This design comes from an exercise in tuning for small area on the open sky130 flow, not from production work. Where RTL was checked, it was by simulation tests only, not by an equivalence proof against the original.

==> build 64: inputs <==
==> flow/design.v (excerpt) <==
module mv_mul_4x4_fp32 (
    input  logic        clk,
    input  logic        rst,
    input  logic        m_valid,
    input  logic [31:0] m00_i, m01_i, m02_i, m03_i,
    input  logic [31:0] m10_i, m11_i, m12_i, m13_i,
    input  logic [31:0] m20_i, m21_i, m22_i, m23_i,
    input  logic [31:0] m30_i, m31_i, m32_i, m33_i,
    input  logic        in_valid,
    input  logic [31:0] vx, vy, vz, vw,
    output logic        out_valid,
    output logic [31:0] ox, oy, oz, ow
);
clock: 16.0 ns
lec_check: 0
cap_margin: 20
cell_pad_in_sites_detail_placement: 2
cell_pad_in_sites_global_placement: 2
core_margin: 2
core_utilization: 33
place_density: 0.4
slew_margin: 20
synth_hierarchical: 1
run.sh (not shown) runs the stock make flow with config.mk's settings and CLKGATE_MAP_FILE= SYNTH_SCRIPT=/design/flow/synth_recipe.tcl, a recipe that flattens the netlist after the stock synthesis.
==> inputs of build 37, as changes to build 64 <==
==> flow/flow/run.sh (new file) <==
#!/bin/bash
# The standard layout (the standard.sh: ORFS from synthesis to the routed layout, with the
# standard synthesis), with one change: the buffer that global placement puts on every input
# and output port is the smallest buffer cell, sky130_fd_sc_hd__buf_1, instead of the delay
# buffer the flow picks by default. Later repair steps may still resize these buffers.
# ORFS writes each step's full log under orfs/logs/; make's own output goes to make.log.
set -euo pipefail
export BUFFER_PORTS_ARGS="-buffer_cell sky130_fd_sc_hd__buf_1"
bash standard.sh finish > make.log 2>&1
==> flow/standard.sh (new file) <==
#!/bin/bash
# synth_recipe.tcl (not shown) runs the flow's synth.tcl, then flattens the netlist and writes it again
# the make line also repeats each setting of config.mk as NAME=value (left out here)
make -C /OpenROAD-flow-scripts/flow DESIGN_CONFIG=/design/flow/config.mk WORK_HOME=/design/flow/orfs CLKGATE_MAP_FILE= SYNTH_SCRIPT=/design/flow/synth_recipe.tcl "${@:-finish}"
- CAP_MARGIN: 20 -> 30
- SLEW_MARGIN: 20 -> 30
removed: flow/run.sh
==> comparison <==
- Build 37 went through all stages and came out clean. Build 64 reached the layout checks and failed them: capacitance limit.
- In die area, build 64 and build 37 do not differ.
- Against build 64, the first-iteration DRC count of build 37 is smaller by about 2.5%.
- Of build 37 and build 64, build 37 has the higher worst hold slack (gap 0.0020 ns).
- In build 37 the setup slack is worse than in build 64, by 0.041 ns.
- In build 64 the cell area is higher than in build 37, by 1.1%.
- Against build 37, the global-route usage of build 64 is lower by 0.27 points.
- Against build 37, the routed wire length of build 64 is smaller by 0.37%.
- Of build 64 and build 37, build 37 has the higher sequential share of layout area (gap 0.095 points).
==> figures <==
| quantity | build 64 | build 37 |
|---|---|---|
| Proportion of layout cells with a drive suffix above 1 | 0.132 | 0.136 |
| Ratio of final minimum period to clock period | 0.946 | 0.949 |
| Violation count after the first detailed-route iteration | 55,800 | 54,400 |
| Routed length on met1 | 632 mm | 628 mm |
| Met2 wire len | 701 mm | 702 mm |
| Crit Reg-Reg Startpoint | s1_p[363] | s1_p[107] |
| Worst setup margin | 0.861 ns | 0.820 ns |
| Final-layout fill cell count | 88,200 | 88,400 |
| WP buf/inv | 4 | 2 |
| Critical Setup Path Class | reg -> out | reg -> reg |
| Result of the run | complete, but fails checks | timing/DRC/antenna clean |
| Violated checks | capacitance limit | - |
| Multi-input gate area | 239,000 um2 | 239,000 um2 |
| Met1 routing resource usage after global routing | 0.479 | 0.479 |
| Max stage delay cell, worst path | clkdlybuf4s50_1 | nor2_1 |
| Reg area | 25,700 um2 | 25,700 um2 |
| CP Max Fanout | 25 | 23 |
| Final worst path period need | 15.14 ns | 15.18 ns |
| Met3 demand-to-capacity share in global routing | 0.0885 | 0.0943 |
| Number of buffers created by CTS | 188 | 189 |
| Area grow syn2layout | 14.5% | 13.2% |

---

==> run M: inputs <==
Another version of the RTL of mv_mul_4x4_fp32 (not shown whole).
// mv_mul_4x4_fp32
module mv_mul_4x4_fp32 (
    input  logic        clk,
    input  logic        rst,
    input  logic        m_valid,
    input  logic [31:0] m00_i, m01_i, m02_i, m03_i,
    input  logic [31:0] m10_i, m11_i, m12_i, m13_i,
    input  logic [31:0] m20_i, m21_i, m22_i, m23_i,
    input  logic [31:0] m30_i, m31_i, m32_i, m33_i,
    input  logic        in_valid,
    input  logic [31:0] vx, vy, vz, vw,
    output logic        out_valid,
    output logic [31:0] ox, oy, oz, ow
);
==> module fp32_mul, before the edit <==
module fp32_mul (
    input  logic [31:0] a,
    input  logic [31:0] b,
    input  logic [11:0] b_one, b_two, b_neg,
    input  logic        zm,
    output logic [31:0] y
);
    logic [23:0] ma;
    logic [47:0] sx, sy, p;
    logic        zero;
    logic [7:0]  ea, eb, e0, e1, e;
    assign ma = {|a[30:23], a[22:0]};
    mul24_booth u_m (.a(ma), .one(b_one), .two(b_two), .neg(b_neg), .b23(|b[30:23]), .sx(sx), .sy(sy));
    assign p = sx + sy;
    assign zero = zm | (a[30:0] == 31'd0) | (b[30:0] == 31'd0);
    assign ea = {a[30:24], a[23] | (a[30:23] == 8'd0)};
    assign eb = {b[30:24], b[23] | (b[30:23] == 8'd0)};
    assign e0 = ea + eb + 8'd129;
    assign e1 = ea + eb + 8'd130;
    assign e  = p[47] ? e1 : e0;
    assign y[31]    = (a[31] & ~zm) ^ b[31];
    assign y[30:23] = zero ? 8'd0 : e;
    assign y[22:0]  = zero ? 23'd0 : (p[47] ? p[46:24] : p[45:23]);
endmodule
clock: 16.0 ns
lec_check: 0
cap_margin: 20
core_margin: 2
core_utilization: 35
place_density: 0.42
slew_margin: 20
Stock flow here: none of the scripts above is used.
==> run Y (differences from run M) <==
--- a/flow/design.v
+++ b/flow/design.v
@@ -507,3 +507,6 @@
     mul24_booth u_m (.a(ma), .one(b_one), .two(b_two), .neg(b_neg), .b23(|b[30:23]), .sx(sx), .sy(sy));
-    assign p = sx + sy;
+    logic c23;
+    carry23 u_c (.a(sx[22:0]), .b(sy[22:0]), .cout(c23));
+    add25 u_cpa (.a(sx[47:23]), .b(sy[47:23]), .cin(c23), .s(p[47:23]));
+    assign p[22:0] = 23'd0;
     assign zero = zm | (a[30:0] == 31'd0) | (b[30:0] == 31'd0);
@@ -1851,2 +1854,220 @@
 endmodule
+module carry23 (
+    input  logic [22:0] a,
+    input  logic [22:0] b,
+    output logic cout
+);
+    logic [22:0] g, p;
+    assign g = a & b;
+    assign p = a | b;
+    logic G1, P1;
+    assign G1 = g[22] | (p[22] & g[21]);
+    assign P1 = p[22] & p[21];
+    logic G2, P2;
+    assign G2 = G1 | (P1 & g[20]);
+    assign P2 = P1 & p[20];
+    logic G3, P3;
+    assign G3 = g[19] | (p[19] & g[18]);
+    assign P3 = p[19] & p[18];
+    logic G4, P4;
+    assign G4 = G3 | (P3 & g[17]);
+    assign P4 = P3 & p[17];
+    logic G5, P5;
+    assign G5 = G2 | (P2 & G4);
+    assign P5 = P2 & P4;
+    logic G6, P6;
+    assign G6 = g[16] | (p[16] & g[15]);
+    assign P6 = p[16] & p[15];
+    logic G7, P7;
+    assign G7 = G6 | (P6 & g[14]);
+    assign P7 = P6 & p[14];
+    logic G8, P8;
+    assign G8 = g[13] | (p[13] & g[12]);
+    assign P8 = p[13] & p[12];
+    logic G9, P9;
+    assign G9 = G8 | (P8 & g[11]);
+    assign P9 = P8 & p[11];
+    logic G10, P10;
+    assign G10 = G7 | (P7 & G9);
+    assign P10 = P7 & P9;
+    logic G11, P11;
+    assign G11 = G5 | (P5 & G10);
+    assign P11 = P5 & P10;
+    logic G12, P12;
+    assign G12 = g[10] | (p[10] & g[9]);
+    assign P12 = p[10] & p[9];
+    logic G13, P13;
+    assign G13 = G12 | (P12 & g[8]);
+    assign P13 = P12 & p[8];
+    logic G14, P14;
+    assign G14 = g[7] | (p[7] & g[6]);
+    assign P14 = p[7] & p[6];
+    logic G15, P15;
+    assign G15 = G14 | (P14 & g[5]);
+    assign P15 = P14 & p[5];
+    logic G16, P16;
+    assign G16 = G13 | (P13 & G15);
+    assign P16 = P13 & P15;
+    logic G17, P17;
+    assign G17 = g[4] | (p[4] & g[3]);
+    assign P17 = p[4] & p[3];
+    logic G18, P18;
+    assign G18 = G17 | (P17 & g[2]);
+    assign P18 = P17 & p[2];
+    logic G19, P19;
+    assign G19 = g[1] | (p[1] & g[0]);
+    assign P19 = p[1] & p[0];
+    logic G20, P20;
+    assign G20 = G18 | (P18 & G19);
+    assign P20 = P18 & P19;
+    logic G21, P21;
+    assign G21 = G16 | (P16 & G20);
+    assign P21 = P16 & P20;
+    logic G22, P22;
+    assign G22 = G11 | (P11 & G21);
+    assign P22 = P11 & P21;
+    assign cout = G22;
+endmodule
+module add25 (
+    input  logic [24:0] a,
+    input  logic [24:0] b,
+    input  logic cin,
+    output logic [24:0] s
+);
+    logic [24:0] g, p;
+    assign g = a & b;
+    assign p = a ^ b;
+    logic G1, P1;
+    assign G1 = g[0] | (p[0] & cin);
+    logic G2, P2;
+    assign G2 = g[2] | (p[2] & g[1]);
+    assign P2 = p[2] & p[1];
+    logic G3, P3;
+    assign G3 = g[4] | (p[4] & g[3]);
+    assign P3 = p[4] & p[3];
+    logic G4, P4;
+    assign G4 = g[6] | (p[6] & g[5]);
+    assign P4 = p[6] & p[5];
+    logic G5, P5;
+    assign G5 = g[8] | (p[8] & g[7]);
+    assign P5 = p[8] & p[7];
+    logic G6, P6;
+    assign G6 = g[10] | (p[10] & g[9]);
+    assign P6 = p[10] & p[9];
+    logic G7, P7;
+    assign G7 = g[12] | (p[12] & g[11]);
+    assign P7 = p[12] & p[11];
+    logic G8, P8;
+    assign G8 = g[14] | (p[14] & g[13]);
+    assign P8 = p[14] & p[13];
+    logic G9, P9;
+    assign G9 = g[16] | (p[16] & g[15]);
+    assign P9 = p[16] & p[15];
+    logic G10, P10;
+    assign G10 = g[18] | (p[18] & g[17]);
+    assign P10 = p[18] & p[17];
+    logic G11, P11;
+    assign G11 = g[20] | (p[20] & g[19]);
+    assign P11 = p[20] & p[19];
+    logic G12, P12;
+    assign G12 = g[22] | (p[22] & g[21]);
+    assign P12 = p[22] & p[21];
+    logic G13, P13;
+    assign G13 = g[24] | (p[24] & g[23]);
+    assign P13 = p[24] & p[23];
+    logic G14, P14;
+    assign G14 = G2 | (P2 & G1);
+    logic G15, P15;
+    assign G15 = G4 | (P4 & G3);
+    assign P15 = P4 & P3;
+    logic G16, P16;
+    assign G16 = G6 | (P6 & G5);
+    assign P16 = P6 & P5;
+    logic G17, P17;
+    assign G17 = G8 | (P8 & G7);
+    assign P17 = P8 & P7;
+    logic G18, P18;
+    assign G18 = G10 | (P10 & G9);
+    assign P18 = P10 & P9;
+    logic G19, P19;
+    assign G19 = G12 | (P12 & G11);
+    assign P19 = P12 & P11;
+    logic G20, P20;
+    assign G20 = G15 | (P15 & G14);
+    logic G21, P21;
+    assign G21 = G17 | (P17 & G16);
+    assign P21 = P17 & P16;
+    logic G22, P22;
+    assign G22 = G19 | (P19 & G18);
+    assign P22 = P19 & P18;
+    logic G23, P23;
+    assign G23 = G21 | (P21 & G20);
+    logic G24, P24;
+    assign G24 = G22 | (P22 & G23);
+    logic G25, P25;
+    assign G25 = G16 | (P16 & G20);
+    logic G26, P26;
+    assign G26 = G18 | (P18 & G23);
+    logic G27, P27;
+    assign G27 = G3 | (P3 & G14);
+    logic G28, P28;
+    assign G28 = G5 | (P5 & G20);
+    logic G29, P29;
+    assign G29 = G7 | (P7 & G25);
+    logic G30, P30;
+    assign G30 = G9 | (P9 & G23);
+    logic G31, P31;
+    assign G31 = G11 | (P11 & G26);
+    logic G32, P32;
+    assign G32 = G13 | (P13 & G24);
+    logic G33, P33;
+    assign G33 = g[1] | (p[1] & G1);
+    logic G34, P34;
+    assign G34 = g[3] | (p[3] & G14);
+    logic G35, P35;
+    assign G35 = g[5] | (p[5] & G27);
+    logic G36, P36;
+    assign G36 = g[7] | (p[7] & G20);
+    logic G37, P37;
+    assign G37 = g[9] | (p[9] & G28);
+    logic G38, P38;
+    assign G38 = g[11] | (p[11] & G25);
+    logic G39, P39;
+    assign G39 = g[13] | (p[13] & G29);
+    logic G40, P40;
+    assign G40 = g[15] | (p[15] & G23);
+    logic G41, P41;
+    assign G41 = g[17] | (p[17] & G30);
+    logic G42, P42;
+    assign G42 = g[19] | (p[19] & G26);
+    logic G43, P43;
+    assign G43 = g[21] | (p[21] & G31);
+    logic G44, P44;
+    assign G44 = g[23] | (p[23] & G24);
+    assign s[0] = p[0] ^ cin;
+    assign s[1] = p[1] ^ G1;
+    assign s[2] = p[2] ^ G33;
+    assign s[3] = p[3] ^ G14;
+    assign s[4] = p[4] ^ G34;
+    assign s[5] = p[5] ^ G27;
+    assign s[6] = p[6] ^ G35;
+    assign s[7] = p[7] ^ G20;
+    assign s[8] = p[8] ^ G36;
+    assign s[9] = p[9] ^ G28;
+    assign s[10] = p[10] ^ G37;
+    assign s[11] = p[11] ^ G25;
+    assign s[12] = p[12] ^ G38;
+    assign s[13] = p[13] ^ G29;
+    assign s[14] = p[14] ^ G39;
+    assign s[15] = p[15] ^ G23;
+    assign s[16] = p[16] ^ G40;
+    assign s[17] = p[17] ^ G30;
+    assign s[18] = p[18] ^ G41;
+    assign s[19] = p[19] ^ G26;
+    assign s[20] = p[20] ^ G42;
+    assign s[21] = p[21] ^ G31;
+    assign s[22] = p[22] ^ G43;
+    assign s[23] = p[23] ^ G24;
+    assign s[24] = p[24] ^ G44;
+endmodule
 module mv_mul_4x4_fp32 (
--- a/flow/config.mk
+++ b/flow/config.mk
@@ -9,4 +9,4 @@
 export CORE_MARGIN = 2
-export CORE_UTILIZATION = 35
-export PLACE_DENSITY = 0.42
+export CORE_UTILIZATION = 55
+export PLACE_DENSITY = 0.65
 export SLEW_MARGIN = 20
==> run C (differences from run M) <==
--- a/flow/config.mk
+++ b/flow/config.mk
@@ -7,6 +7,6 @@
 export LEC_CHECK = 0
-export CAP_MARGIN = 20
+export CAP_MARGIN = 0
 export CORE_MARGIN = 2
-export CORE_UTILIZATION = 35
-export PLACE_DENSITY = 0.42
-export SLEW_MARGIN = 20
+export CORE_UTILIZATION = 55
+export PLACE_DENSITY = 0.65
+export SLEW_MARGIN = 0
==> parameters.txt <==
Parameter                              Value

Clock network
  Worst-Skew Late Latency    1.07 ns
  Number of buffers inserted during clock tree synthesis    181

Finish
  Clock buffer cells    ~220
  Clock network contribution to total cell area    1.70%
  Number of signal-net inverters in the final layout    5040
  Share of post-route cells with drive strength above 1    between 7 and 8%

Timing
  Count of pins over their slew limit    3

Synth
  Commonest cells post-synth    sky130_fd_sc_hd__inv_1, sky130_fd_sc_hd__fa_1, sky130_fd_sc_hd__a22oi_1

Status
  Outcome    complete, but fails checks
  Failing layout criteria      max-capacitance violations, max-slew violations

Run
  Count of maximum capacitance violations    1
(the above is from run C)
==> parameters.txt <==
Parameter                              Value

Status
  Outcome  timing/DRC/antenna clean

Finish
  Share of post-route cells with drive strength above 1    7.79%
  Number of signal-net inverters in the final layout    5040

Clock network
  Worst-Skew Late Latency    1.00 ns

Timing
  Count of pins over their slew limit    0
(the above is from run M)
==> parameters.txt <==
Parameter                              Value

Status
  Outcome  timing/DRC/antenna clean

Timing
  Count of pins over their slew limit    0

Run
  Count of maximum capacitance violations    0

Finish
  Number of signal-net inverters in the final layout    5090
  Share of post-route cells with drive strength above 1    7.65%

Clock network
  Worst-Skew Late Latency    0.99 ns
  Number of buffers inserted during clock tree synthesis    168

Synth
  Fraction of the mapped netlist area in simple logic gates    8.15%
  Commonest cells post-synth    sky130_fd_sc_hd__inv_1, sky130_fd_sc_hd__fa_1, sky130_fd_sc_hd__a22oi_1
(the above is from run Y)
Function not checked in run Y: the RTL went through the layout flow alone.

[re-timing with driven ports]
The results above use ideal ports. As a check the final layouts listed here were re-extracted and re-timed, cells and wires unchanged. Step 1 sets driving cells, clkbuf_16 on the clock port and buf_2 on the other inputs (assumed; they add their load-dependent delay and slew). Step 2 times the ports against the registers' clock, not the clock port: input delays grow and output delays shrink by t, the midpoint of the rising clock arrivals with the driver on. Slacks: ideal / step 1 / step 2; pairs: ideal / step 1.
run | shift t [ns] | slack for setup (ns) | hold slack, ns | worst slew at a driven data input, ns
build 64 | 1.161 | 0.861 / 0.693 / 1.028 | 0.454 / 0.454 / 0.454 | 0.40
build 37 | 1.188 | 0.820 / 0.756 / 0.820 | 0.456 / 0.456 / 0.456 | 0.35
run M | 1.108 | 0.834 / 0.671 / 1.258 | 0.449 / 0.449 / 0.449 | 0.33
run Y | 1.087 | 0.708 / 0.577 / 0.338 | 0.446 / 0.446 / 0.446 | 0.20
run C | 1.171 | 0.800 / 0.640 / 1.466 | 0.441 / 0.441 / 0.441 | 0.45
For run Y, which loses most, drivers alone change the setup slack by -0.131 ns; drivers and shift together by -0.370 ns.
